From an optimization exercise on the open Yosys and OpenROAD flow, aimed at small area, a short achievable clock period and few clock cycles per item; shortcuts taken in it are not production practice.
Where RTL was checked, it was by simulation tests only, not by an equivalence proof against the original.

// sha_256
module sha_256(
    input wire i_clk,
    input wire i_rst,
    input wire i_enable,
    input [511:0] i_data,
    input [7:0] i_N,
    output reg [255:0] o_data,
    output reg o_done
);
Size in the first run: ~8,400 cells after synthesis, about 1,100 flip-flops, about 780 I/O pins.
clock: 10.0 ns
lec_check: 0
abc_area: 1
cap_margin: 20
core_margin: 2
core_utilization: 50
place_density: 0.65
slew_margin: 20
standard.sh (not shown) runs the stock make flow with config.mk's settings and CLKGATE_MAP_FILE= SYNTH_SCRIPT=/design/flow/synth_recipe.tcl, a recipe that flattens the netlist after the stock synthesis.
==> flow/flow/run.sh <==
#!/bin/bash
# Own layout flow: the standard ORFS flow with a few settings changed.
#  - ports are buffered with a plain buffer instead of the delay buffer the
#    resizer picks by default
set -euo pipefail
export BUFFER_PORTS_ARGS="-buffer_cell sky130_fd_sc_hd__buf_1"
export SETUP_SLACK_MARGIN=6.5
export ADDER_MAP_FILE=
bash standard.sh > standard_flow.log 2>&1
==> next run, changes <==
--- a/flow/flow/run.sh
+++ b/flow/flow/run.sh
@@ -7 +7 @@
-export SETUP_SLACK_MARGIN=6.5
+export SETUP_SLACK_MARGIN=6
ABC_AREA = unset   (was 1)
CORE_UTILIZATION = 40   (was 50)
PLACE_DENSITY = unset   (was 0.65)
Result: The changed run ran to the end with no violations. Register-to-register slack gets worse by 1200 ps. Wire length drops by 20%. Cell count drops by 22%. First-iteration DRC count drops by 47%.
No functional check of the RTL was part of any run of this note.

---

Setup of run A:
sha_256, a different RTL version from the one above (not shown whole).
Size: about 7900 cells after synthesis, roughly 1000 flip-flops, roughly 780 I/O pins, ~57000 um^2 of cells after synthesis.
// sha_256
module sha_256(
    input wire i_clk,
    input wire i_rst,
    input wire i_enable,
    input [511:0] i_data,
    input [7:0] i_N,
    output reg [255:0] o_data,
    output reg o_done
);
==> flow/config.mk <==
export PLATFORM = sky130hd
export DESIGN_NAME = sha_256
export DESIGN_NICKNAME = sha_256
export VERILOG_FILES = /design/flow/design.v
export SDC_FILE = /design/flow/constraint.sdc
export NUM_CORES = 4
export LEC_CHECK = 0
export ABC_AREA = 1
export CAP_MARGIN = 20
export CORE_MARGIN = 2
export CORE_UTILIZATION = 46
export CTS_CLUSTER_DIAMETER = 90
export CTS_CLUSTER_SIZE = 24
export SLEW_MARGIN = 20
==> flow/constraint.sdc <==
create_clock -name core_clock -period 10.0 [get_ports {i_clk}]
set_input_delay 2.0000 -clock core_clock [delete_from_list [all_inputs] [get_ports {i_clk}]]
set_output_delay 2.0000 -clock core_clock [all_outputs]
set_load 0.01 [all_outputs]
==> flow/flow/run.sh <==
#!/bin/bash
# Own layout flow: the standard ORFS flow with a few settings changed.
#  - ports are buffered with a plain buffer instead of the delay buffer the
#    resizer picks by default
set -euo pipefail
export BUFFER_PORTS_ARGS="-buffer_cell sky130_fd_sc_hd__buf_1"
export SETUP_SLACK_MARGIN=6.5
export ADDER_MAP_FILE=
bash standard.sh > standard_flow.log 2>&1
Testbench counts of run A, summed over its fixed seeds: cycles 32,274, blocks 489.
Inputs modified between run A and run B:
Settings: PLACE_DENSITY now 0.72, previously not set; CORE_UTILIZATION now 40, was 46.
--- outcome ---
Run B vs. run A: detailed placer's ending HPWL down 4.6%; setup slack up 0.073 ns.
Minimum period implied by the final worst setup slack (run B over run A): decrease, 0.073 ns
Run B: full flow OK, the timing, DRC and antenna checks passed
Input changes introduced in run C (baseline for comparison: run B):
Settings: PLACE_DENSITY removed (was 0.72).
--- a/flow/flow/run.sh
+++ b/flow/flow/run.sh
@@ -6,3 +6,3 @@
 export BUFFER_PORTS_ARGS="-buffer_cell sky130_fd_sc_hd__buf_1"
-export SETUP_SLACK_MARGIN=6.5
+export SETUP_SLACK_MARGIN=6.35
 export ADDER_MAP_FILE=
Re non-clock buffer instance count of the final layout: run C is 5.6% down on run B. There was hardly any difference in number of enable-type register cells in the synthesized netlist between run B and run C. Summary — critical path depth, run C relative to run B: higher, by 20. In the reports for run B and run C, the smaller count of clock-buffer cells in the layout belongs to run B.
diff inputs: run C => run D
--- a/flow/flow/run.sh
+++ b/flow/flow/run.sh
@@ -6,3 +6,3 @@
 export BUFFER_PORTS_ARGS="-buffer_cell sky130_fd_sc_hd__buf_1"
-export SETUP_SLACK_MARGIN=6.35
+export SETUP_SLACK_MARGIN=6.5
 export ADDER_MAP_FILE=
--- outcome ---
- Run D finished every stage and its layout cleared the timing, DRC and antenna checks.
- Run D against run C: number of stages on the worst setup path lower; wire length moved up; required time of the critical path down 2.62 ns.
- Compared with run C, run D shows a higher fraction of standard cell area in multi-input logic.
- Run D vs run C, number of buffers outside the clock class in the layout went up by about 9%.
- Changes observed in run D relative to run C: total routing usage reported by global routing essentially unchanged; setup slack has increased; global routing usage on met3 has increased.

what the ideal ports hide:
The results above use ideal ports. As a check the final layouts listed here were re-extracted and re-timed, cells and wires unchanged.
Step 1, drivers: a clkbuf_16 drives i_clk and a buf_2 each remaining input, both assumed.
Step 2, shift: input delay + t, output delay - t, t = (earliest + latest rising clock arrival at the registers) / 2. This alone moves slack from input paths to output paths.
Three values: ideal ports, drivers, drivers and shift; two values: the first two.
run | t (ns) | slack for setup (ns) | latest minus earliest clock arrival (ns)
the first run of note 1 | 0.814 | 6.318 / 6.318 / 5.992 | 0.050 / 0.050
the second run of note 1 | 0.818 | 5.148 / 5.148 / 5.148 | 0.073 / 0.073
run A | 0.788 | 6.399 / 6.345 / 5.832 | 0.054 / 0.054
run B | 0.796 | 6.472 / 6.386 / 6.004 | 0.045 / 0.045
run C | 0.810 | 6.357 / 6.357 / 5.722 | 0.057 / 0.057
run D | 0.815 | 6.501 / 6.413 / 5.998 | 0.065 / 0.065
After both steps every run listed still meets setup and hold. The setup slack of run C, which loses most, moves by 0.000 ns with the drivers and by -0.635 ns with both steps.
